From an optimization exercise on the open Yosys and OpenROAD flow, aimed at small area; shortcuts taken in it are not production practice. Only simulation tests tie the RTL to the original design; equivalence was not proved. No run shown here takes its clock network from TritonCTS; it comes from the design's own scripts or RTL. The clock input has no modelled driver; a real chip could not lean on it and would need a root buffer or a full tree. Power figures rest on the tool's default switching activity, not on a simulated workload.

==> design.v <==
module Project_2( input [1:0]KEY,
						input [9:0]SW,input CLK,input RST,
						output [9:0]LED,
						output [7:0]HEXOUT_0, output [7:0]HEXOUT_1, output [7:0]HEXOUT_2, output [7:0]HEXOUT_3, output [7:0]HEXOUT_4, output [7:0]HEXOUT_5);
	function [3:0] bcd_inc(input [3:0] d, input ci);
		bcd_inc = {d[3] ^ (ci & (d[3] ? d[0] : d[2] & d[1] & d[0])),
		           d[2] ^ (ci & d[1] & d[0]),
		           d[1] ^ (ci & d[0] & ~d[3]),
		           d[0] ^ ci};
	endfunction
	reg [3:0] c1;
	wire tick = c1[2] & ~c1[1] & ~c1[0];
	wire wrap = c1[3] & c1[0];
	always @(posedge CLK)
		c1 <= RST ? 4'd0 : bcd_inc(c1, 1'b1);
	reg [6:0] m;
	reg clock_5;
	wire m_end = m[6] & m[5] & m[1] & m[0];	 
	wire [7:0] mc;	 
	assign mc[0] = wrap & ~m_end;
	genvar gi;
	generate for (gi = 0; gi < 7; gi = gi + 1) begin : mcarry
		assign mc[gi+1] = mc[gi] & m[gi];
	end endgenerate
	always @(posedge CLK) begin
		m <= (RST | (wrap & m_end)) ? 7'd0 : m ^ mc[6:0];
		clock_5 <= ~RST & (clock_5 ^ (wrap & m_end));
	end
	reg [7:0] lfsr;
	always @(posedge CLK)
		if (RST) lfsr <= 8'b01101010;
		else if (tick) lfsr <= {lfsr[3] ^ lfsr[5] ^ lfsr[7] ^ lfsr[0], lfsr[7:1]};
	reg [1:0] button_state;
	reg key0_last;
	wire press = key0_last & ~KEY[0];
	always @(posedge CLK) begin
		key0_last <= RST | KEY[0];
		if (RST | ~KEY[1])
			button_state <= 2'b00;
		else if (press)
			button_state <= {button_state[0], ~button_state[1] & ~button_state[0]};
	end
	reg [1:0] state;
	reg [9:0] dcnt;		 
	reg delay_flag;
	wire [8:0] lt;
	assign lt[0] = 1'b0;
	generate for (gi = 0; gi < 8; gi = gi + 1) begin : cmp
		assign lt[gi+1] = (~dcnt[gi+1] & lfsr[gi]) | (~(dcnt[gi+1] ^ lfsr[gi]) & lt[gi]);
	end endgenerate
	wire in_delay = (~dcnt[9] | lt[8]) & ~delay_flag;
	wire [10:0] dc;
	assign dc[0] = 1'b1;
	generate for (gi = 0; gi < 10; gi = gi + 1) begin : dcarry
		assign dc[gi+1] = dc[gi] & dcnt[gi];
	end endgenerate
	always @(posedge CLK)
		if (RST) begin
			state <= 2'b00;
			dcnt <= 10'd12;
			delay_flag <= 1'b0;
		end else if (tick)
			case (button_state)
				2'b00: state <= 2'b00;
				2'b01:
					if (in_delay) begin
						state <= 2'b01;
						dcnt <= dcnt ^ dc[9:0];
					end else begin
						state <= 2'b10;
						delay_flag <= 1'b1;
						dcnt <= 10'd12;
					end
				default: begin	 
					state <= 2'b11;
					delay_flag <= 1'b0;
				end
			endcase
	reg [3:0] r3, r2, r1, r0;
	wire r_last = r3[3] & r3[0] & r2[3] & r2[0] & r1[3] & r1[0] & r0[3] & ~r0[0];	 
	wire r_go = tick & state[1] & ~state[0];
	wire r_clr = RST | (~state[1] & ~state[0]) | (r_go & r_last);
	wire rc1 = r_go & r0[3] & r0[0];
	wire rc2 = rc1 & r1[3] & r1[0];
	wire rc3 = rc2 & r2[3] & r2[0];
	always @(posedge CLK)
		if (r_clr) begin
			r3 <= 4'd0; r2 <= 4'd0; r1 <= 4'd0; r0 <= 4'd0;
		end else begin
			r0 <= bcd_inc(r0, r_go);
			r1 <= bcd_inc(r1, rc1);
			r2 <= bcd_inc(r2, rc2);
			r3 <= bcd_inc(r3, rc3);
		end
	reg [3:0] h3, h2, h1, h0;
	wire [15:0] rv = {r3, r2, r1, r0};
	wire [15:0] hv = {h3, h2, h1, h0};
	wire [16:0] hlt;	 
	assign hlt[0] = 1'b0;
	generate for (gi = 0; gi < 16; gi = gi + 1) begin : hcmp
		assign hlt[gi+1] = (~rv[gi] & hv[gi]) | (~(rv[gi] ^ hv[gi]) & hlt[gi]);
	end endgenerate
	always @(posedge CLK)
		if (RST) begin
			h3 <= 4'd12; h2 <= 4'd3; h1 <= 4'd8; h0 <= 4'd3;
		end else if (state[1] & state[0] & hlt[16]) begin
			h3 <= r3; h2 <= r2; h1 <= r1; h0 <= r0;
		end
	reg buff_gate_last;
	wire buff_gate = clock_5 & state[1];
	always @(posedge CLK)
		buff_gate_last <= ~RST & buff_gate;
	reg [3:0] bpos;		 
	wire bstep = buff_gate & ~buff_gate_last;
	always @(posedge CLK)
		if (RST | (bstep & bpos[3])) bpos <= 4'd0;	 
		else if (bstep) bpos <= {bpos[2] & bpos[1] & bpos[0], bpos[2] ^ (bpos[1] & bpos[0]), bpos[1] ^ bpos[0], ~bpos[0]};
	assign LED = {10{state[1]}};
	localparam [335:0] BUFF_M = 336'he3029b9b7bebe971014d4d3d7574b800a6a69ebabadc80d3d3cfdd5d6e406969676e2e3720b4b4b3b797;
	localparam [41:0] BUFF_8 = 42'b000000010111111111110000000000111110011100;
	localparam [55:0] SEG_M = 56'hed9ffb6d45717c;
	localparam [6:0] SEG_0 = 7'h7E, SEG_8 = 7'h7F, SEG_9 = 7'h7B;
	function [6:0] seg_lit(input [3:0] x);
		integer k;
		begin
			for (k = 0; k < 7; k = k + 1)
				seg_lit[k] = x[3] ? (x[0] ? SEG_9[k] : SEG_8[k]) : SEG_M[k*8 + x[2:0]];
		end
	endfunction
	function [6:0] seg_lit3(input [3:0] x);
		integer k;
		begin
			for (k = 0; k < 7; k = k + 1)
				seg_lit3[k] = x[3] ? (x[2] ? SEG_0[k] : x[0] ? SEG_9[k] : SEG_8[k]) : SEG_M[k*8 + x[2:0]];
		end
	endfunction
	wire show_high = ~state[1] & SW[9] & (~SW[8] | state[0]);
	wire show_num = show_high | (state[1] & state[0]);
	wire ready = ~state[1] & ~state[0];
	wire [15:0] digits = state[1] ? rv : hv;
	wire [27:0] num_lit = {seg_lit3(digits[15:12]), seg_lit(digits[11:8]), seg_lit(digits[7:4]), seg_lit(digits[3:0])};
	localparam [41:0] READY_L = {7'b0000000, 7'b1000110, 7'b1001111, 7'b1110111, 7'b0111101, 7'b0111011};
	wire tp3 = bpos[3] | ready;
	wire tp0 = bpos[0] | ready;
	wire [41:0] text_l;
	generate for (gi = 0; gi < 42; gi = gi + 1) begin : textdec
		assign text_l[gi] = tp3 ? (tp0 ? READY_L[gi] : BUFF_8[gi]) : BUFF_M[gi*8 + bpos[2:0]];
	end endgenerate
	wire [41:0] lit = show_num ? {14'd0, num_lit} : text_l;
	assign HEXOUT_5 = {1'b1, ~lit[41:35]};
	assign HEXOUT_4 = {1'b1, ~lit[34:28]};
	assign HEXOUT_3 = {~show_num, ~lit[27:21]};
	assign HEXOUT_2 = {1'b1, ~lit[20:14]};
	assign HEXOUT_1 = {1'b1, ~lit[13:7]};
	assign HEXOUT_0 = {1'b1, ~lit[6:0]};
endmodule
==> flow/run.sh <==
#!/bin/bash
# Own layout flow: the standard layout (standard.sh), with
#  - the standard flow's synthesis script, except that abc maps with flow/abc.script (deepsyn, then dch and amap), keeping the best of eight seeds, and
#    the full-adder extraction is skipped (ADDER_MAP_FILE empty),
#  - port buffers of the smallest buffer cell,
#  - a clock tree built by flow/cts.tcl in place of the CTS step: a root
#    buffer and eight leaf buffers, each for a group of nearby flip-flops.
# Logs: make's output in flow_place.log and flow_finish.log, the clock tree
# step's in flow_cts.log, and each ORFS step's in orfs/logs.
set -euo pipefail
W=$(pwd)
# flow/abc_proc.tcl is sourced right after synth_recipe.tcl's first line
{ head -n 1 synth_recipe.tcl; echo "source $W/flow/abc_proc.tcl"; tail -n +2 synth_recipe.tcl; } > own_synth.tcl
VARS=("SYNTH_SCRIPT=$W/own_synth.tcl" "ADDER_MAP_FILE="
  "BUFFER_PORTS_ARGS=-buffer_cell sky130_fd_sc_hd__buf_1"
  "CORE_UTILIZATION=70" "PLACE_DENSITY=0.8")
bash standard.sh "${VARS[@]}" place > flow_place.log 2>&1
R=$W/orfs/results/$FLOW_PLATFORM/Project_2/base
LIB=$FLOW_HOME/platforms/$FLOW_PLATFORM/lib/sky130_fd_sc_hd__tt_025C_1v80.lib \
PLATFORM_DIR=$FLOW_HOME/platforms/$FLOW_PLATFORM \
CTS_IN=$R/3_place.odb CTS_SDC_IN=$R/3_place.sdc CTS_OUT=$R/4_1_cts.odb \
CTS_GROUPS=8 CTS_LEAF_BUF=sky130_fd_sc_hd__clkbuf_4 CTS_ROOT_BUF=sky130_fd_sc_hd__clkbuf_2 \
  openroad -no_init -exit $W/flow/cts.tcl > flow_cts.log 2>&1
sleep 1
cp $R/4_1_cts.odb $R/4_cts.odb
sleep 1
cp $R/3_place.sdc $R/4_cts.sdc
bash standard.sh "${VARS[@]}" finish > flow_finish.log 2>&1
==> flow/abc.script <==
strash
&get -n
&deepsyn -T 45 -S @SEED@
&put
strash
dch -f
amap
topo
==> flow/abc_proc.tcl <==
# abc maps with flow/abc.script instead of the script ORFS picks. The script is
# run once per seed in ::own_abc_seeds (its @SEED@ replaced by the seed), each
# time from the same design, and the run with the smallest cell area is kept.
set ::own_flow_dir [file dirname [file normalize [info script]]]
set ::own_abc_seeds {0 1 2 3 4 5 6 7}
proc own_area {} {
  set lib [lindex $::env(LIB_FILES) 0]
  set s [tee -q -s result.string stat -liberty $lib]
  if {[regexp {Chip area for module[^:]*:\s*([0-9.]+)} $s -> a]} { return $a }
  return 1e30
}
proc abc {args} {
  set i [lsearch -exact $args -script]
  if {$i < 0} { yosys abc {*}$args; return }
  set tmpl [read [open [file join $::own_flow_dir abc.script]]]
  yosys design -save own_abc_pre
  set best 1e30
  set best_seed -1
  foreach seed $::own_abc_seeds {
    yosys design -load own_abc_pre
    set f [file join $::env(OBJECTS_DIR) own_abc_$seed.script]
    set fh [open $f w]
    puts $fh [string map [list @SEED@ $seed] $tmpl]
    close $fh
    lset args [expr {$i + 1}] $f
    yosys abc {*}$args
    set a [own_area]
    puts "own abc seed $seed: area $a"
    if {$a < $best} { set best $a; set best_seed $seed; yosys design -save own_abc_best }
  }
  puts "own abc: kept seed $best_seed, area $best"
  yosys design -load own_abc_best
}
==> flow/cts.tcl <==
# Clock tree for a small design: CLK drives a root clock buffer, which drives a
# few leaf buffers, each for one group of nearby flip-flops, placed at the middle
# of its group; then the placement is legalised.
# Reads $::env(CTS_IN) (odb) and $::env(CTS_SDC_IN); writes $::env(CTS_OUT).
read_liberty $::env(LIB)
read_db $::env(CTS_IN)
read_sdc $::env(CTS_SDC_IN)
source $::env(PLATFORM_DIR)/setRC.tcl
set db [ord::get_db]
set block [ord::get_db_block]
set clk_net [$block findNet CLK]
set leaf_master [$db findMaster $::env(CTS_LEAF_BUF)]
set ngroups $::env(CTS_GROUPS)

# clock sinks and their positions
set sinks {}
foreach it [$clk_net getITerms] {
  set inst [$it getInst]
  lassign [$inst getLocation] x y
  lappend sinks [list $it $x $y]
}
puts "clock sinks: [llength $sinks]"

# split the sinks into ngroups groups: k-means on their positions, started from
# strips sorted by x
set sorted [lsort -real -index 1 $sinks]
set n [llength $sorted]
set cents {}
for {set g 0} {$g < $ngroups} {incr g} {
  set lo [expr {$g * $n / $ngroups}]
  set hi [expr {($g + 1) * $n / $ngroups - 1}]
  set sx 0; set sy 0
  foreach s [lrange $sorted $lo $hi] { set sx [expr {$sx + [lindex $s 1]}]; set sy [expr {$sy + [lindex $s 2]}] }
  set k [expr {$hi - $lo + 1}]
  lappend cents [list [expr {$sx / $k}] [expr {$sy / $k}]]
}
# k-means with groups of at most cap sinks: each round, sinks pick their
# nearest centroid that still has room, the closest sink-centroid pairs first
set cap [expr {($n + $ngroups - 1) / $ngroups}]
for {set iter 0} {$iter < 30} {incr iter} {
  set pairs {}
  set si 0
  foreach s $sinks {
    for {set g 0} {$g < $ngroups} {incr g} {
      lassign [lindex $cents $g] cx cy
      lappend pairs [list [expr {abs([lindex $s 1] - $cx) + abs([lindex $s 2] - $cy)}] $si $g]
    }
    incr si
  }
  set pairs [lsort -real -index 0 $pairs]
  set groups {}
  set room {}
  for {set g 0} {$g < $ngroups} {incr g} { lappend groups {}; lappend room $cap }
  set done {}
  foreach p $pairs {
    lassign $p d si g
    if {[dict exists $done $si] || [lindex $room $g] <= 0} continue
    dict set done $si 1
    lset room $g [expr {[lindex $room $g] - 1}]
    lset groups $g [concat [lindex $groups $g] [list [lindex $sinks $si]]]
  }
  set cents {}
  foreach grp $groups {
    set sx 0; set sy 0
    foreach s $grp { set sx [expr {$sx + [lindex $s 1]}]; set sy [expr {$sy + [lindex $s 2]}] }
    set k [expr {max(1, [llength $grp])}]
    lappend cents [list [expr {$sx / $k}] [expr {$sy / $k}]]
  }
}
set groups [lsearch -all -inline -not -exact $groups {}]
foreach grp $groups { puts "group of [llength $grp]" }

proc centroid {items} {
  set sx 0; set sy 0
  foreach s $items { set sx [expr {$sx + [lindex $s 1]}]; set sy [expr {$sy + [lindex $s 2]}] }
  set k [llength $items]
  return [list [expr {int($sx / $k)}] [expr {int($sy / $k)}]]
}

proc add_buf {block master name in_net out_name x y} {
  set inst [odb::dbInst_create $block $master $name]
  set out [odb::dbNet_create $block $out_name]
  $out setSigType CLOCK
  [$inst findITerm A] connect $in_net
  [$inst findITerm X] connect $out
  $inst setLocation $x $y
  $inst setPlacementStatus PLACED
  return $out
}

if {$ngroups == 1} {
  lassign [centroid $sinks] cx cy
  foreach s $sinks { [lindex $s 0] disconnect }
  set out [add_buf $block $leaf_master clkbuf_leaf_0 $clk_net clknet_leaf_0 $cx $cy]
  foreach s $sinks { [lindex $s 0] connect $out }
} else {
  set root_master [$db findMaster $::env(CTS_ROOT_BUF)]
  lassign [centroid $sinks] cx cy
  foreach s $sinks { [lindex $s 0] disconnect }
  set root [add_buf $block $root_master clkbuf_root $clk_net clknet_root $cx $cy]
  set g 0
  foreach grp $groups {
    lassign [centroid $grp] gx gy
    set out [add_buf $block $leaf_master clkbuf_leaf_$g $root clknet_leaf_$g $gx $gy]
    foreach s $grp { [lindex $s 0] connect $out }
    incr g
  }
}
detailed_placement
check_placement
set_propagated_clock [all_clocks]
estimate_parasitics -placement
report_clock_skew
set w 0
foreach p [get_pins -hierarchical */CLK] { set s [get_property $p slew_max]; if {$s > $w} {set w $s} }
puts "max clock pin slew $w"
report_worst_slack -min
report_worst_slack -max
write_db $::env(CTS_OUT)
==> standard.sh <==
#!/bin/bash
# synth_recipe.tcl (not shown) runs the flow's synth.tcl, then flattens the netlist and writes it again
# the make line also repeats each setting of config.mk as NAME=value (left out here)
make -C /OpenROAD-flow-scripts/flow DESIGN_CONFIG=/design/flow/config.mk WORK_HOME=/design/flow/orfs CLKGATE_MAP_FILE= SYNTH_SCRIPT=/design/flow/synth_recipe.tcl "${@:-finish}"
==> config.mk <==
export PLATFORM = sky130hd
export DESIGN_NAME = Project_2
export DESIGN_NICKNAME = Project_2
export VERILOG_FILES = /design/flow/design.v
export SDC_FILE = /design/flow/constraint.sdc
export NUM_CORES = 4
export LEC_CHECK = 0
export CAP_MARGIN = 20
export CORE_MARGIN = 2
export CORE_UTILIZATION = 40
export SLEW_MARGIN = 20
==> constraint.sdc <==
create_clock -name core_clock -period 30.0 [get_ports {CLK}]
set_input_delay 6.0000 -clock core_clock [delete_from_list [all_inputs] [get_ports {CLK}]]
set_output_delay 6.0000 -clock core_clock [all_outputs]
set_load 0.01 [all_outputs]
==> qor.yml, run 1 <==
synth_top_area_cell: "dfxtp_1"
core-area_um2: 5110
ys_async_sr_fraction: 0
yosysMostFrequentCell: "nor2_1"
start_kind: "primary input"
max-slew-margin-rel: 0.352
finalHoldViolations: 0
drt_iter0_markers: 383
rsz0062_at_grt: "no"
required_ns: 24.00
std_cell_rows: 26
fin_crit_sh: 0.491
ys.flop_type: "dfxtp_1"
seqCellArea_um2: 1460
fin_skew_ns: 0.0297
holdPathStages: 2
diodes: 0
power_leakage_nw: 1.30
synth_area_leaders: "dfxtp_1 39%, nor2_1 8.6%, clkinv_1 8.2%"
top_regs: "dcnt: 10 flops, lfsr: 8 flops, m: 7 flops"
power.density_nw_per_um2: 38.8
grt_overflow_total: 0
num_vias: 3754
power.switching_mw: 0.0388
layout_min_cycle_time_ns: 14.73
die-area_um2: 5890
synthCells: 511
die_x_um: 76.8
clk_pin_slew_ns: 0.10
grt_max_degree: 31
num_io_pins: 72
die_h_um: 76.8
avgSynthCellArea_um2: 7.25
regToRegSetupSlack_ns: 26.32
nFillCells: 410
p_seq_frac: 0.638
multi_input_area_um2: 1830
status: "complete, no violations"
ff2ff_path_depth: 19
final_cells: 637
ys_top_cells_by_count: "85 x nor2_1, 81 x clkinv_1, 73 x dfxtp_1"
combinationalPowerShare: 0.092
start_util: 0.725
ys_warn_count: 1
critPathCaptureType: "primary output"
routed_wl_mm: 8.63
grt_pass1_wl_mm: 14.8
setup_viol: 0
nets: 583
grt_usage: 0.290
synth-edff-count: 0
worstPathArrival_ns: 8.73
drtAntennaViolNets: 0
drcViolationCount: 0
avgRoutedWirePerCell_um: 13.5
intPower_mw: 0.115
ys_seq_elements: 73
dpl.cell_count: 628
drive_above_1_share: 0.0194
slew_viol_final: 0
antenna_found_initial: 0
dr.pass1.iters: 7
port_buffers: 58
tns_ns: 0
globalplace.congestion: 1.00
largest_register_ffs: 10
clk_latency_ns: 0.48
yosys.area.top_type_share: 0.394
ys_seq_area_frac: 0.394
worstSetupPathType: "in2out"
route.detailed.vias_per_inst: 5.89
synthesis.area_um2: 3700
hold_path.class: "reg2reg"
dp_hpwl_mm: 6.47
worstMarginPinSlew_ns: 0.970
yosysUniqueCellTypes: 35
vdd_drop_max_mv: 0.0346
area_growth_pct: 7.36
worst-path-max-fanout: 13
cap_violations: 0
fmax_mhz: 67.9
top_register: "dcnt"
sw_frac_of_total: 0.252
grt_pass1_vias: 3422
p_clk_frac: 0.269
holdWs_ns: 0.470
## cell families (layout without fill, tap and decap cells)
logic type	count (synthesis)	after routing	synth area share
AND/OR/NAND/NOR	192	192	0.229
AO/OA/AOI/OAI	147	147	0.259
other	1	5	0.00101
flip-flops	73	73	0.394
buffers and inverters	98	150	0.117
## critical path, stage by stage
cell	delay, ns
buf_1	0.08
o21ai_0	0.06
o21ai_0	0.11
buf_4	0.23
o21ai_0	0.14
nor2_1	0.34
clkinv_1	0.18
nor3_1	0.43
nor3_1	0.19
o22ai_1	0.31
o31ai_1	0.17
nor2_1	0.16
or2_0	0.16
buf_1	0.16
## through the flow
stage          setup slack (ns)  utilization  cell area, um2  power, mW
2_1_floorplan             15.13            -            3720      0.111
3_3_place_gp              15.42        0.766            3910      0.114
3_5_place_dp              15.36        0.766            3910      0.115
5_1_grt                   14.94        0.779            3980      0.160
6_report                  15.27        0.779            3980      0.154
## final cells by class
type / count / share of cell area
buffer: 9 / 0.0164
sequential: 73 / 0.367
timing repair buffer: 60 / 0.0585
tap: 70 / 0.0220
inverter: 81 / 0.0764
multi-input combinational: 344 / 0.459
## per-layer routing
metal | GRT usage | wire length (um) | vias up
met5 | 0 | 0 | -
met4 | 0.0673 | 189 | 0
met3 | 0.0224 | 597 | 24
met2 | 0.518 | 4090 | 160
met1 | 0.382 | 3750 | 1670
li1 | - | - | 1900
## worst paths after layout
check / to / start
setup / recovery: HEXOUT_0[1] / SW[8]
hold / removal: buff_gate_last / clock_5
setup reg to reg: h0[0] / r0[2]
hold reg to reg: buff_gate_last / clock_5
## power by group through the flow
| stage | logic, mW | clock network [mW] | registers (mW) |
|---|---|---|---|
| 6_report | 0.0142 | 0.0416 | 0.0985 |
| 5_1_grt | 0.0159 | 0.0460 | 0.0986 |
| 3_5_place_dp | 0.0140 | 0 | 0.101 |
| 3_3_place_gp | 0.0138 | 0 | 0.101 |
| 2_1_floorplan | 0.00998 | 0 | 0.101 |
## layout by cell type (no fill, tap or decap), types with 3 or more instances in the layout
cell | Yosys | final
clkinv_1 | 81 | 81
or3_1 | 6 | 6
conb_1 | 1 | 5
a211oi_1 | 12 | 12
o21ai_0 | 36 | 36
a21oi_1 | 19 | 19
o22a_1 | 11 | 11
buf_1 | 0 | 58
or2_0 | 7 | 7
dfxtp_1 | 73 | 73
o21a_1 | 5 | 5
nor3_1 | 36 | 36
o22ai_1 | 35 | 35
a22oi_1 | 4 | 4
and2_0 | 3 | 3
a221oi_1 | 4 | 4
clkbuf_4 | 0 | 8
nand3_1 | 5 | 5
o32ai_1 | 3 | 3
nand2_1 | 36 | 36
and3_1 | 7 | 7
nor2_1 | 85 | 85
a31oi_1 | 4 | 4
==> inputs of run 2 (changes only) <==
--- a/flow/run.sh
+++ b/flow/run.sh
@@ -1,6 +1,6 @@
 #!/bin/bash
 # Own layout flow: the standard layout (standard.sh), with
-#  - the standard flow's synthesis script, except that abc maps with flow/abc.script (deepsyn, then dch and amap), keeping the best of eight seeds, and
+#  - the standard flow's synthesis script, except that abc maps with flow/abc.script (deepsyn, then dch and amap), keeping the best of sixteen seeds, and
 #    the full-adder extraction is skipped (ADDER_MAP_FILE empty),
 #  - port buffers of the smallest buffer cell,
 #  - a clock tree built by flow/cts.tcl in place of the CTS step: a root
==> flow/abc.script (replaced) <==
strash
&get -n
&deepsyn -T 40 -S @SEED@
&put
strash
dch -f
amap
topo
--- a/flow/abc_proc.tcl
+++ b/flow/abc_proc.tcl
@@ -2,7 +2,7 @@
 # run once per seed in ::own_abc_seeds (its @SEED@ replaced by the seed), each
 # time from the same design, and the run with the smallest cell area is kept.
 set ::own_flow_dir [file dirname [file normalize [info script]]]
-set ::own_abc_seeds {0 1 2 3 4 5 6 7}
+set ::own_abc_seeds {0 1 2 3 4 5 6 7 8 9 10 11 12 13 14 15}
 proc own_area {} {
   set lib [lindex $::env(LIB_FILES) 0]
   set s [tee -q -s result.string stat -liberty $lib]
==> qor.yml, run 2 <==
status: "complete, no violations"
layout_common_cells: "96 x nor2_1, 73 x clkinv_1, 73 x dfxtp_1, 58 x buf_1, 34 x o21ai_0"
critPathBufInv: 3
worstMarginPinSlew_ns: 0.970
area_growth_pct: 7.58
routed_wl_mm: 9.42
core-area_um2: 5110
worstSetupPathType: "in2out"
die_x_um: 76.7
cp_slowest_cell: "nor3_1"
drive_above_1_share: 0.0213
yosysUniqueCellTypes: 40
placed_area_um2: 3910
avgSynthCellArea_um2: 7.29
yosys.area.top_type_share: 0.395
avgRoutedWirePerCell_um: 14.9
diodes: 0
fin_crit_sh: 0.515
port_buffers: 58
drtAntennaViolNets: 0
drt_iter0_markers: 235
fmax_mhz: 64.7
power.density_nw_per_um2: 39.0
synth_top_area_cell: "dfxtp_1"
vdd_drop_max_mv: 0.0327
tns_ns: 0
synth_area_leaders: "dfxtp_1 40%, nor2_1 9.7%, clkinv_1 7.4%"
hold_path.class: "reg2reg"
ys.flop_type: "dfxtp_1"
grt_overflow_total: 0
start_kind: "primary input"
synthCells: 507
grt_max_degree: 20
dp_hpwl_mm: 7.31
fin_util: 0.779
setup_viol: 0
finalHoldViolations: 0
nets: 580
ys_seq_area_frac: 0.395
grt_pass1_vias: 3639
synth-edff-count: 0
critPathCaptureType: "primary output"
power_leakage_nw: 1.30
globalplace.congestion: 0.997
holdWs_ns: 0.474
largest_register_ffs: 10
std_cell_rows: 26
die-area_um2: 5880
drcViolationCount: 0
clk_pin_slew_ns: 0.10
rsz0062_at_grt: "no"
slew_viol_final: 0
nFillCells: 381
dr.pass1.iters: 5
num_io_pins: 72
top_regs: "dcnt: 10 flops, lfsr: 8 flops, m: 7 flops"
clk_latency_ns: 0.49
cap_violations: 0
cpMostUsedCell: "o21ai_0"
required_ns: 24.00
fin_skew_ns: 0.0182
die_h_um: 76.7
finalInstanceArea_um2: 3980
ys_warn_count: 1
worst-path-max-fanout: 10
synthesis.area_um2: 3700
crit_family: "simple AND/OR/NAND/NOR gates"
crit_chain: "buf_1 > o21ai_0 > o21ai_0 > buf_4 > o21ai_0 > nor2_1 > o21ai_0 > nor2_1 > nor2_1 > o21ai_0 > nor3_1 > or2_0 > nor2_1 > nor3_1 > or2_0 > a211o_1 > buf_1"
top_register: "dcnt"
ys_seq_elements: 73
layout_commonest_cell: "nor2_1"
layout_min_cycle_time_ns: 15.44
start_util: 0.724
critPathMaxStageDelay_ns: 0.51
grt_usage: 0.317
antenna_found_initial: 0
grt_pass1_wl_mm: 16.1
worstPathArrival_ns: 9.44
ys_top_cells_by_count: "96 x nor2_1, 73 x clkinv_1, 73 x dfxtp_1"
yosysMostFrequentCell: "nor2_1"
ys_async_sr_fraction: 0
max-slew-margin-rel: 0.353
route.detailed.vias_per_inst: 6.03
num_vias: 3825
-- run 2: where the power goes --
group / total (mW) / switching [mW] / internal [mW] / leakage (nW)
logic: 0.0153 / 0.0105 / 0.00482 / 0.669
registers: 0.0985 / 0.000792 / 0.0977 / 0.590
clock network: 0.0414 / 0.0283 / 0.0131 / 0.0410
-- run 2: logic make-up (layout without fill, tap and decap cells) --
logic type             Yosys count  after routing  synth area share
and+or+nand+nor                193            193             0.233
AOI/OAI and AO/OA              150            150             0.262
buffers and inverters           90            143             0.109
DFF                             73             73             0.395
other                            1              5           0.00101
-- run 2: cell type report --
cell class	count	area (um2)	area share
Sequential cell	73	1460	0.367
Buffer	9	65.1	0.0164
Inverter	73	274	0.0689
Tap cell	70	87.6	0.0220
Timing Repair Buffer	61	240	0.0604
Multi-Input combinational cell	348	1850	0.465
-- run 2: final timing paths --
| path | from | end | cells past startpoint | slack (ns) |
|---|---|---|---|---|
| worst max-delay path | SW[8] | HEXOUT_0[2] | 17 | 14.56 |
| worst min register to register | clock_5 | buff_gate_last | 2 | 0.47 |
| worst min-delay path | clock_5 | buff_gate_last | 2 | 0.47 |
| worst max register to register | r0[0] | h1[1] | 25 | 25.60 |
-- run 2: layer usage --
layer  track usage  up-vias  routed length [um]
met5             0        -                   0
met3        0.0353       31                 562
li1              -     1891                   -
met2         0.585      162                4650
met1         0.386     1741                3930
met4        0.0927        0                 277
-- run 2: through the flow --
stage,std cells,power [mW],setup WS [ns]
2_1_floorplan,511,0.111,14.95
3_3_place_gp,625,0.115,14.65
3_5_place_dp,625,0.116,14.66
5_1_grt,634,0.161,14.34
6_report,634,0.155,14.56
-- run 2: worst register-to-register path, delay by kind of cell (launching register included) --
family,cells,cell delay [ns]
compound gates,23,2.91
buf+inv,1,0.14
flops,1,0.40
simple gates,1,0.78
==> inputs of run 3 (changes only) <==
--- a/design.v
+++ b/design.v
@@ -8,6 +8,43 @@
 		           d[1] ^ (ci & d[0] & ~d[3]),
 		           d[0] ^ ci};
 	endfunction
+	function [6:0] seg_lit(input [3:0] x);
+		begin
+			seg_lit[6] = (~x[1]) | (x[3]);
+			seg_lit[5] = (~x[3]) | (x[1]) | (x[2]);
+			seg_lit[4] = (x[0]) | (x[3]);
+			seg_lit[3] = (~x[1]);
+			seg_lit[2] = (~x[0] & x[2]) | (x[0] & ~x[1] & ~x[2]);
+			seg_lit[1] = ~((x[1] & ~x[2]) | (~x[1] & x[2] & ~x[3]));
+			seg_lit[0] = (x[2]) | (~x[1] & x[3]);
+		end
+	endfunction
+	function [6:0] seg_lit3(input [3:0] x);
+		begin
+			seg_lit3[6] = (~x[1]) | (x[3]);
+			seg_lit3[5] = (~x[3]) | (x[1]) | (x[2]);
+			seg_lit3[4] = (x[0]) | (x[3]);
+			seg_lit3[3] = (~x[1]) | (x[2] & x[3]);
+			seg_lit3[2] = (x[0] & ~x[1] & ~x[2]) | (~x[0] & x[2]) | (x[1] & x[2] & x[3]);
+			seg_lit3[1] = ~((x[1] & ~x[2]) | (~x[1] & x[2] & ~x[3]));
+			seg_lit3[0] = (x[2] & ~x[3]) | (~x[1] & x[3]);
+		end
+	endfunction
+	function [3:0] code_next(input [3:0] x);
+		begin
+			code_next[0] = (~x[1]);
+			code_next[1] = ~((x[1]) | (~x[0]) | (x[2] & x[3]));
+			code_next[2] = (x[1] & ~x[2]) | (~x[1] & x[2] & ~x[3]) | (~x[0] & x[2]);
+			code_next[3] = (x[1] & x[2]) | (~x[2] & x[3]) | (~x[0] & x[3]);
+		end
+	endfunction
+	function is8(input [3:0] x);
+		is8 = (~x[0] & x[2] & x[3]);
+	endfunction
+	function is9(input [3:0] x);
+		is9 = (x[0] & x[2] & x[3]);
+	endfunction
+	localparam [3:0] CODE_0 = 4'd1, CODE_3 = 4'd5, CODE_8 = 4'd12, CODE_HMAX = 4'd15;
 	reg [3:0] c1;
 	wire tick = c1[2] & ~c1[1] & ~c1[0];
 	wire wrap = c1[3] & c1[0];
@@ -77,20 +114,20 @@
 				end
 			endcase
 	reg [3:0] r3, r2, r1, r0;
-	wire r_last = r3[3] & r3[0] & r2[3] & r2[0] & r1[3] & r1[0] & r0[3] & ~r0[0];	 
+	wire r_last = is9(r3) & is9(r2) & is9(r1) & is8(r0);	 
 	wire r_go = tick & state[1] & ~state[0];
 	wire r_clr = RST | (~state[1] & ~state[0]) | (r_go & r_last);
-	wire rc1 = r_go & r0[3] & r0[0];
-	wire rc2 = rc1 & r1[3] & r1[0];
-	wire rc3 = rc2 & r2[3] & r2[0];
+	wire rc1 = r_go & is9(r0);
+	wire rc2 = rc1 & is9(r1);
+	wire rc3 = rc2 & is9(r2);
 	always @(posedge CLK)
 		if (r_clr) begin
-			r3 <= 4'd0; r2 <= 4'd0; r1 <= 4'd0; r0 <= 4'd0;
+			r3 <= CODE_0; r2 <= CODE_0; r1 <= CODE_0; r0 <= CODE_0;
 		end else begin
-			r0 <= bcd_inc(r0, r_go);
-			r1 <= bcd_inc(r1, rc1);
-			r2 <= bcd_inc(r2, rc2);
-			r3 <= bcd_inc(r3, rc3);
+			if (r_go) r0 <= code_next(r0);
+			if (rc1) r1 <= code_next(r1);
+			if (rc2) r2 <= code_next(r2);
+			if (rc3) r3 <= code_next(r3);
 		end
 	reg [3:0] h3, h2, h1, h0;
 	wire [15:0] rv = {r3, r2, r1, r0};
@@ -102,7 +139,7 @@
 	end endgenerate
 	always @(posedge CLK)
 		if (RST) begin
-			h3 <= 4'd12; h2 <= 4'd3; h1 <= 4'd8; h0 <= 4'd3;
+			h3 <= CODE_HMAX; h2 <= CODE_3; h1 <= CODE_8; h0 <= CODE_3;
 		end else if (state[1] & state[0] & hlt[16]) begin
 			h3 <= r3; h2 <= r2; h1 <= r1; h0 <= r0;
 		end
@@ -118,22 +155,6 @@
 	assign LED = {10{state[1]}};
 	localparam [335:0] BUFF_M = 336'he3029b9b7bebe971014d4d3d7574b800a6a69ebabadc80d3d3cfdd5d6e406969676e2e3720b4b4b3b797;
 	localparam [41:0] BUFF_8 = 42'b000000010111111111110000000000111110011100;
-	localparam [55:0] SEG_M = 56'hed9ffb6d45717c;
-	localparam [6:0] SEG_0 = 7'h7E, SEG_8 = 7'h7F, SEG_9 = 7'h7B;
-	function [6:0] seg_lit(input [3:0] x);
-		integer k;
-		begin
-			for (k = 0; k < 7; k = k + 1)
-				seg_lit[k] = x[3] ? (x[0] ? SEG_9[k] : SEG_8[k]) : SEG_M[k*8 + x[2:0]];
-		end
-	endfunction
-	function [6:0] seg_lit3(input [3:0] x);
-		integer k;
-		begin
-			for (k = 0; k < 7; k = k + 1)
-				seg_lit3[k] = x[3] ? (x[2] ? SEG_0[k] : x[0] ? SEG_9[k] : SEG_8[k]) : SEG_M[k*8 + x[2:0]];
-		end
-	endfunction
 	wire show_high = ~state[1] & SW[9] & (~SW[8] | state[0]);
 	wire show_num = show_high | (state[1] & state[0]);
 	wire ready = ~state[1] & ~state[0];
--- a/flow/run.sh
+++ b/flow/run.sh
@@ -1,6 +1,6 @@
 #!/bin/bash
 # Own layout flow: the standard layout (standard.sh), with
-#  - the standard flow's synthesis script, except that abc maps with flow/abc.script (deepsyn, then dch and amap), keeping the best of sixteen seeds, and
+#  - the standard flow's synthesis script, except that abc maps with flow/abc.script (deepsyn, then dch and amap), keeping the best of eight seeds, and
 #    the full-adder extraction is skipped (ADDER_MAP_FILE empty),
 #  - port buffers of the smallest buffer cell,
 #  - a clock tree built by flow/cts.tcl in place of the CTS step: a root
==> flow/abc.script (replaced) <==
strash
&get -n
&deepsyn -T 45 -S @SEED@
&put
strash
dch -f
amap
topo
--- a/flow/abc_proc.tcl
+++ b/flow/abc_proc.tcl
@@ -2,7 +2,7 @@
 # run once per seed in ::own_abc_seeds (its @SEED@ replaced by the seed), each
 # time from the same design, and the run with the smallest cell area is kept.
 set ::own_flow_dir [file dirname [file normalize [info script]]]
-set ::own_abc_seeds {0 1 2 3 4 5 6 7 8 9 10 11 12 13 14 15}
+set ::own_abc_seeds {0 1 2 3 4 5 6 7}
 proc own_area {} {
   set lib [lindex $::env(LIB_FILES) 0]
   set s [tee -q -s result.string stat -liberty $lib]
==> qor.yml, run 3 <==
area_growth_pct: 7.83
yosys.area.top_type_share: 0.398
synth-edff-count: 0
die-area_um2: 5850
holdWs_ns: 0.457
finalHoldViolations: 0
ys_seq_elements: 73
dr.pass1.iters: 4
synthCells: 499
start_kind: "primary input"
ff2ff_path_depth: 25
cap_violations: 0
status: "complete, no violations"
clk_pin_slew_ns: 0.10
grt_pass1_wl_mm: 15.2
grt_overflow_total: 0
ys_async_sr_fraction: 0
met2RoutedLength_mm: 4.42
wl_met3_um: 683
grt_pass1_vias: 3402
hold_path.class: "reg2reg"
route.detailed.vias_per_inst: 6.02
ys.flop_type: "dfxtp_1"
critPathCaptureType: "primary output"
grt_usage: 0.307
drive_above_1_share: 0.0233
grt_max_degree: 33
avgRoutedWirePerCell_um: 14.8
largest_register_ffs: 10
r2r-start: "r0[0]"
rsz0062_at_grt: "no"
synth_area_leaders: "dfxtp_1 40%, nor2_1 9.4%, clkinv_1 7.9%"
synth_top_area_cell: "dfxtp_1"
num_vias: 3772
endpoint: "HEXOUT_0[1]"
antenna_found_initial: 0
port_buffers: 58
dp_hpwl_mm: 7.07
ys_warn_count: 1
routed_wl_mm: 9.27
yosysUniqueCellTypes: 38
die_x_um: 76.5
ys_seq_area_frac: 0.398
r2r-end: "h2[2]"
power_leakage_nw: 1.29
power.density_nw_per_um2: 39.1
worst-path-max-fanout: 13
drcViolationCount: 0
avgSynthCellArea_um2: 7.36
wl_met1_mm: 4.07
layout_commonest_cell: "nor2_1"
yosysMostFrequentCell: "nor2_1"
die_h_um: 76.5
slew_viol_final: 0
final_cells: 627
num_io_pins: 72
layout_min_cycle_time_ns: 16.60
ys_top_cells_by_count: "92 x nor2_1, 77 x clkinv_1, 73 x dfxtp_1"
clk_latency_ns: 0.53
globalplace.congestion: 0.961
nets: 573
max-slew-margin-rel: 0.348
top_layer_used: "met4"
fin_skew_ns: 0.0333
top_regs: "dcnt: 10 flops, lfsr: 8 flops, m: 7 flops"
holdPathStages: 2
worstSetupPathType: "in2out"
top_register: "dcnt"
vdd_drop_max_mv: 0.0402
fmax_mhz: 60.2
fin_crit_sh: 0.553
drt_iter0_markers: 220
startpoint: "SW[9]"
synthesis.area_um2: 3670
drtAntennaViolNets: 0
diodes: 0
worstMarginPinSlew_ns: 0.978
worstPathArrival_ns: 10.60
start_util: 0.724
tns_ns: 0
core-area_um2: 5070
setup_viol: 0
power_mw: 0.155
required_ns: 24.00
regToRegSetupSlack_ns: 25.52
dpl.cell_count: 618
std_cell_rows: 26
layout_common_cells: "92 x nor2_1, 77 x clkinv_1, 73 x dfxtp_1, 58 x buf_1, 37 x nand2_1"
-- run 3: cell count changes after synthesis, moves of 3 or more --
cell	change
a21oi_1	-15
clkinv_1	+4
nor2_1	-4
or2_0	-3
o31ai_1	+3
o22a_1	+5
nand2_1	+9
o221a_1	+4
nor2b_1	-4
o221ai_1	-4
a311oi_1	-3
-- run 3: cell type report --
class                           count  area, um2
Buffer                              9       65.1
Fill cell                         383       1110
Inverter                           77        289
Multi-Input combinational cell    336       1810
Sequential cell                    73       1460
Tap cell                           70       87.6
Timing Repair Buffer               62        248
-- run 3: where the power goes --
part	leakage [nW]	total (mW)	switching, mW	internal (mW)
Sequential	0.590	0.0987	0.000844	0.0978
Clock	0.0410	0.0427	0.0297	0.0130
Combinational	0.658	0.0135	0.00933	0.00418
Total	1.29	0.155	0.0398	0.115
-- run 3: per-stage QoR --
| step | setup WS (ns) | instance area [um2] | utilization |
|---|---|---|---|
| finish | 13.40 | 3960 | 0.781 |
| global route | 12.90 | 3960 | 0.781 |
| detailed placement | 13.50 | 3900 | 0.768 |
| global placement | 13.43 | 3900 | 0.768 |
| floorplan | 13.56 | 3690 | - |
-- run 3: cells by family after synthesis --
group                  share of synthesized area
and+or+nand+nor                            0.218
AOI/OAI and AO/OA                          0.270
buffers and inverters                      0.113
other                                    0.00102
DFF                                        0.398
-- run 3: how the worst min path moves through the flow --
| stage | startpoint | endpoint |
|---|---|---|
| after floorplan | clock_5 | buff_gate_last |
| after global placement | clock_5 | buff_gate_last |
| after detailed placement | clock_5 | buff_gate_last |
| after global routing | clock_5 | buff_gate_last |
| final | clock_5 | buff_gate_last |
-- run 3: worst max-delay path, cell delays in order --
cell and delay, ns:
buf_1 0.07, o21ai_0 0.15, buf_4 0.22, clkinv_1 0.37, nor3_1 0.43, clkinv_1 0.27, nor2_1 0.36, clkinv_1 0.14
nor2_1 0.30, nor2_1 0.17, o21ai_0 0.37, nor2_1 0.14, o21ai_0 0.37, nor2_1 0.14, nor2_1 0.24, nor2_1 0.10
o21ai_0 0.23, clkinv_1 0.18, nand2_1 0.12, nor3_1 0.06, buf_1 0.15
-- run 3: per-layer routing --
layer	global-route usage	vias to the layer above
met4	0.0564	0
met2	0.535	155
li1	-	1872
met5	0	-
met1	0.418	1734
met3	0.0320	11
==> inputs of run 4 (changes only) <==
--- a/flow/run.sh
+++ b/flow/run.sh
@@ -4,7 +4,8 @@
 #    the full-adder extraction is skipped (ADDER_MAP_FILE empty),
 #  - port buffers of the smallest buffer cell,
 #  - a clock tree built by flow/cts.tcl in place of the CTS step: a root
-#    buffer and eight leaf buffers, each for a group of nearby flip-flops.
+#    buffer and eight or more leaf buffers, each for a group of nearby
+#    flip-flops: more groups while the estimated clock-pin slew is over 100 ps.
 # Logs: make's output in flow_place.log and flow_finish.log, the clock tree
 # step's in flow_cts.log, and each ORFS step's in orfs/logs.
 set -euo pipefail
@@ -19,7 +20,8 @@
 LIB=$FLOW_HOME/platforms/$FLOW_PLATFORM/lib/sky130_fd_sc_hd__tt_025C_1v80.lib \
 PLATFORM_DIR=$FLOW_HOME/platforms/$FLOW_PLATFORM \
 CTS_IN=$R/3_place.odb CTS_SDC_IN=$R/3_place.sdc CTS_OUT=$R/4_1_cts.odb \
-CTS_GROUPS=8 CTS_LEAF_BUF=sky130_fd_sc_hd__clkbuf_4 CTS_ROOT_BUF=sky130_fd_sc_hd__clkbuf_2 \
+CTS_GROUPS=8 CTS_GROUPS_MAX=12 CTS_MAX_SLEW=0.100 \
+CTS_LEAF_BUF=sky130_fd_sc_hd__clkbuf_4 CTS_ROOT_BUF=sky130_fd_sc_hd__clkbuf_2 \
   openroad -no_init -exit $W/flow/cts.tcl > flow_cts.log 2>&1
 sleep 1
 cp $R/4_1_cts.odb $R/4_cts.odb
==> flow/cts.tcl (replaced) <==
# Clock tree for a small design: CLK drives a root clock buffer, which drives a
# few leaf buffers, each for one group of nearby flip-flops, placed at the middle
# of its group; then the placement is legalised. If the estimated slew at a
# flip-flop clock pin is above CTS_MAX_SLEW (ns), the tree is taken out again
# and rebuilt with one more group, up to CTS_GROUPS_MAX groups.
# Reads $::env(CTS_IN) (odb) and $::env(CTS_SDC_IN); writes $::env(CTS_OUT).
read_liberty $::env(LIB)
read_db $::env(CTS_IN)
read_sdc $::env(CTS_SDC_IN)
source $::env(PLATFORM_DIR)/setRC.tcl
set db [ord::get_db]
set block [ord::get_db_block]
set clk_net [$block findNet CLK]
set leaf_master [$db findMaster $::env(CTS_LEAF_BUF)]

# clock sinks and their positions
set sinks {}
foreach it [$clk_net getITerms] {
  set inst [$it getInst]
  lassign [$inst getLocation] x y
  lappend sinks [list $it $x $y]
}
puts "clock sinks: [llength $sinks]"

proc centroid {items} {
  set sx 0; set sy 0
  foreach s $items { set sx [expr {$sx + [lindex $s 1]}]; set sy [expr {$sy + [lindex $s 2]}] }
  set k [llength $items]
  return [list [expr {int($sx / $k)}] [expr {int($sy / $k)}]]
}

proc add_buf {block master name in_net out_name x y} {
  set inst [odb::dbInst_create $block $master $name]
  set out [odb::dbNet_create $block $out_name]
  $out setSigType CLOCK
  [$inst findITerm A] connect $in_net
  [$inst findITerm X] connect $out
  $inst setLocation $x $y
  $inst setPlacementStatus PLACED
  return $out
}

proc make_groups {sinks ngroups} {
  # split the sinks into ngroups groups: k-means on their positions, started from
  # strips sorted by x
  set sorted [lsort -real -index 1 $sinks]
  set n [llength $sorted]
  set cents {}
  for {set g 0} {$g < $ngroups} {incr g} {
    set lo [expr {$g * $n / $ngroups}]
    set hi [expr {($g + 1) * $n / $ngroups - 1}]
    set sx 0; set sy 0
    foreach s [lrange $sorted $lo $hi] { set sx [expr {$sx + [lindex $s 1]}]; set sy [expr {$sy + [lindex $s 2]}] }
    set k [expr {$hi - $lo + 1}]
    lappend cents [list [expr {$sx / $k}] [expr {$sy / $k}]]
  }
  # k-means with groups of at most cap sinks: each round, sinks pick their
  # nearest centroid that still has room, the closest sink-centroid pairs first
  set cap [expr {($n + $ngroups - 1) / $ngroups}]
  for {set iter 0} {$iter < 30} {incr iter} {
    set pairs {}
    set si 0
    foreach s $sinks {
      for {set g 0} {$g < $ngroups} {incr g} {
        lassign [lindex $cents $g] cx cy
        lappend pairs [list [expr {abs([lindex $s 1] - $cx) + abs([lindex $s 2] - $cy)}] $si $g]
      }
      incr si
    }
    set pairs [lsort -real -index 0 $pairs]
    set groups {}
    set room {}
    for {set g 0} {$g < $ngroups} {incr g} { lappend groups {}; lappend room $cap }
    set done {}
    foreach p $pairs {
      lassign $p d si g
      if {[dict exists $done $si] || [lindex $room $g] <= 0} continue
      dict set done $si 1
      lset room $g [expr {[lindex $room $g] - 1}]
      lset groups $g [concat [lindex $groups $g] [list [lindex $sinks $si]]]
    }
    set cents {}
    foreach grp $groups {
      set sx 0; set sy 0
      foreach s $grp { set sx [expr {$sx + [lindex $s 1]}]; set sy [expr {$sy + [lindex $s 2]}] }
      set k [expr {max(1, [llength $grp])}]
      lappend cents [list [expr {$sx / $k}] [expr {$sy / $k}]]
    }
  }
  set groups [lsearch -all -inline -not -exact $groups {}]


  return $groups
}

proc build_tree {block db clk_net sinks groups} {
  set leaf_master [$db findMaster $::env(CTS_LEAF_BUF)]
  set ngroups [llength $groups]
  if {$ngroups == 1} {
    lassign [centroid $sinks] cx cy
    foreach s $sinks { [lindex $s 0] disconnect }
    set out [add_buf $block $leaf_master clkbuf_leaf_0 $clk_net clknet_leaf_0 $cx $cy]
    foreach s $sinks { [lindex $s 0] connect $out }
  } else {
    set root_master [$db findMaster $::env(CTS_ROOT_BUF)]
    lassign [centroid $sinks] cx cy
    foreach s $sinks { [lindex $s 0] disconnect }
    set root [add_buf $block $root_master clkbuf_root $clk_net clknet_root $cx $cy]
    set g 0
    foreach grp $groups {
      lassign [centroid $grp] gx gy
      set out [add_buf $block $leaf_master clkbuf_leaf_$g $root clknet_leaf_$g $gx $gy]
      foreach s $grp { [lindex $s 0] connect $out }
      incr g
    }
  }

}

proc undo_tree {block clk_net sinks} {
  foreach s $sinks { [lindex $s 0] disconnect; [lindex $s 0] connect $clk_net }
  foreach inst [$block getInsts] {
    if {[string match clkbuf_leaf_* [$inst getName]] || [$inst getName] eq "clkbuf_root"} { odb::dbInst_destroy $inst }
  }
  foreach net [$block getNets] {
    if {[string match clknet_leaf_* [$net getName]] || [$net getName] eq "clknet_root"} { odb::dbNet_destroy $net }
  }
}

proc max_clk_slew {} {
  estimate_parasitics -placement
  set w 0
  foreach p [get_pins -hierarchical */CLK] { set s [get_property $p slew_max]; if {$s > $w} {set w $s} }
  return $w
}

set_propagated_clock [all_clocks]
set ngroups $::env(CTS_GROUPS)
while 1 {
  set groups [make_groups $sinks $ngroups]
  foreach grp $groups { puts "group of [llength $grp]" }
  build_tree $block $db $clk_net $sinks $groups
  detailed_placement
  set w [max_clk_slew]
  puts "groups $ngroups: max clock pin slew $w"
  if {$w <= $::env(CTS_MAX_SLEW) || $ngroups >= $::env(CTS_GROUPS_MAX)} break
  undo_tree $block $clk_net $sinks
  incr ngroups
}
check_placement
set_propagated_clock [all_clocks]
estimate_parasitics -placement
report_clock_skew
set w 0
foreach p [get_pins -hierarchical */CLK] { set s [get_property $p slew_max]; if {$s > $w} {set w $s} }
puts "max clock pin slew $w"
report_worst_slack -min
report_worst_slack -max
write_db $::env(CTS_OUT)
==> qor.yml, run 4 <==
area_growth_pct: 8.04
drt_iter0_markers: 218
drcViolationCount: 0
start_kind: "primary input"
top_regs: "dcnt: 10 flops, lfsr: 8 flops, m: 7 flops"
avgRoutedWirePerCell_um: 14.6
die-area_um2: 5850
clk_latency_ns: 0.48
grt_max_degree: 33
ys_seq_elements: 73
intPower_mw: 0.116
synthesis.area_um2: 3670
slew_viol_final: 0
grt_usage: 0.305
r2r-start: "r0[0]"
fin_skew_ns: 0.0235
ys_warn_count: 1
ys_top_cells_by_count: "92 x nor2_1, 77 x clkinv_1, 73 x dfxtp_1"
min_to: "buff_gate_last"
crit_chain: "buf_1 > o21ai_0 > buf_4 > clkinv_1 > nor3_1 > clkinv_1 > nor2_1 > clkinv_1 > nor2_1 > nor2_1 > o21ai_0 > nor2_1 > o21ai_0 > nor2_1 > nor2_1 > nor2_1 > o21ai_0 > clkinv_1 > nand2_1 > nor3_1 > buf_1"
hold_path.class: "reg2reg"
core-area_um2: 5070
placed_area_um2: 3900
num_vias: 3789
r2r-end: "h3[2]"
yosys.area.top_type_share: 0.398
std_cell_rows: 26
layout_commonest_cell: "nor2_1"
ys_async_sr_fraction: 0
cap_violations: 0
yosysMostFrequentCell: "nor2_1"
num_io_pins: 72
finalInstanceArea_um2: 3970
ys.flop_type: "dfxtp_1"
power_leakage_nw: 1.29
critPathCaptureType: "primary output"
fin_crit_sh: 0.553
dr.pass1.iters: 5
worstPathArrival_ns: 10.59
largest_register_ffs: 10
regToRegSetupSlack_ns: 25.56
critPathMaxStageDelay_ns: 0.43
routed_wl_mm: 9.15
hold_path.startpoint: "clock_5"
clk_pin_slew_ns: 0.09
ys_seq_area_frac: 0.398
worstMarginPinSlew_ns: 0.973
diodes: 0
yosysUniqueCellTypes: 38
dp_hpwl_mm: 7.07
fin_util: 0.782
drtAntennaViolNets: 0
p_clk_frac: 0.273
holdPathStages: 2
vdd_drop_max_mv: 0.0378
layout_min_cycle_time_ns: 16.59
synth-edff-count: 0
tns_ns: 0
drive_above_1_share: 0.0251
ff2ff_path_depth: 25
antenna_found_initial: 0
synth_top_area_cell: "dfxtp_1"
die_x_um: 76.5
combinationalPowerShare: 0.088
power.density_nw_per_um2: 38.8
top_register: "dcnt"
p_seq_frac: 0.640
max-slew-margin-rel: 0.351
worstSetupPathType: "in2out"
required_ns: 24.00
grt_pass1_wl_mm: 15.2
synth_area_leaders: "dfxtp_1 40%, nor2_1 9.4%, clkinv_1 7.9%"
worst-path-max-fanout: 13
start_util: 0.724
setup_viol: 0
port_buffers: 58
grt_overflow_total: 0
route.detailed.vias_per_inst: 6.03
rsz0062_at_grt: "no"
nets: 574
avgSynthCellArea_um2: 7.36
sw_frac_of_total: 0.245
globalplace.congestion: 0.961
layout_common_cells: "92 x nor2_1, 77 x clkinv_1, 73 x dfxtp_1, 58 x buf_1, 37 x nand2_1"
synthCells: 499
cpMostUsedCell: "nor2_1"
finalHoldViolations: 0
holdWs_ns: 0.462
grt_pass1_vias: 3395
die_h_um: 76.5
cp_slowest_cell: "nor3_1"
power.switching_mw: 0.0377
status: "complete, no violations"
fmax_mhz: 60.3
run 4: final cells by class:
| class | instances | area, um2 |
|---|---|---|
| fillers | 373 | 1100 |
| multi-input cells | 336 | 1810 |
| flip-flops and latches | 73 | 1460 |
| inverters | 77 | 289 |
| plain buffers | 10 | 72.6 |
| repair buffers | 62 | 248 |
| well taps | 70 | 87.6 |
run 4: worst max path at each step:
| stage | slack [ns] | endpoint | cells past startpoint | startpoint |
|---|---|---|---|---|
| global placement | 13.43 | HEXOUT_0[1] | 22 | SW[8] |
| detailed placement | 13.50 | HEXOUT_0[1] | 21 | SW[9] |
| floorplan | 13.56 | HEXOUT_2[2] | 17 | SW[9] |
| finish | 13.41 | HEXOUT_0[1] | 21 | SW[9] |
| global route | 12.90 | HEXOUT_0[1] | 22 | SW[8] |
run 4: metrics by stage:
step           instances  total power, mW  worst slack [ns]
2_1_floorplan        503            0.110             13.56
3_3_place_gp         618            0.114             13.43
3_5_place_dp         618            0.114             13.50
5_1_grt              628            0.160             12.90
6_report             628            0.154             13.41
run 4: worst max-delay path: cells and delay by family:
kind | cells | cell delay [ns]
AND/OR/NAND/NOR | 10 | 2.09
buffers and inverters | 7 | 1.40
AO/OA/AOI/OAI | 4 | 1.11
run 4: power by group through the flow:
| stage | combinational (mW) | clock, mW | sequential (mW) |
|---|---|---|---|
| 6_report | 0.0135 | 0.0421 | 0.0986 |
| 5_1_grt | 0.0148 | 0.0469 | 0.0988 |
| 3_5_place_dp | 0.0133 | 0 | 0.101 |
| 3_3_place_gp | 0.0129 | 0 | 0.101 |
| 2_1_floorplan | 0.00934 | 0 | 0.101 |
run 4: layer usage:
layer / track usage / vias to the layer above / wire, um
li1: - / 1879 / -
met1: 0.409 / 1746 / 4000
met2: 0.541 / 152 / 4390
met3: 0.0308 / 12 / 655
met4: 0.0527 / 0 / 101
met5: 0 / - / 0
run 4: cell families (layout without fill, tap and decap cells):
| group | count (synthesis) | count (layout) | synth area share |
|---|---|---|---|
| flip-flops | 73 | 73 | 0.398 |
| buffers and inverters | 94 | 149 | 0.113 |
| AND/OR/NAND/NOR | 186 | 186 | 0.218 |
| AO/OA/AOI/OAI | 145 | 145 | 0.270 |
| other | 1 | 5 | 0.00102 |

-- re-timing with driven ports --
Ports are ideal in the flow. The routed layouts listed here were re-timed in OpenROAD. Step 1 (the two cells are an assumption about what drives the block):
set clk [get_ports {CLK}]
set_driving_cell -lib_cell sky130_fd_sc_hd__clkbuf_16 $clk
set_driving_cell -lib_cell sky130_fd_sc_hd__buf_2 [delete_from_list [all_inputs] $clk]
Step 2, shift: input delay + t, output delay - t, t = (earliest + latest rising clock arrival at the registers) / 2. This alone moves slack from input paths to output paths. a / b / c = ideal ports / drivers / drivers and shift; a / b = the first two.
run | shift t [ns] | setup slack, ns | hold WS [ns] | worst data-port slew with drivers (ns) | cell pins on the clock port's net
run 1 | 0.495 | 15.268 / 15.246 / 15.246 | 0.470 / 0.470 / 0.470 | 0.03 | 1
run 2 | 0.500 | 14.555 / 14.534 / 14.534 | 0.474 / 0.474 / 0.474 | 0.03 | 1
run 3 | 0.530 | 13.398 / 13.370 / 13.370 | 0.457 / 0.457 / 0.457 | 0.04 | 1
run 4 | 0.491 | 13.410 / 13.382 / 13.382 | 0.462 / 0.462 / 0.462 | 0.04 | 1
After both steps every run listed still meets setup and hold.
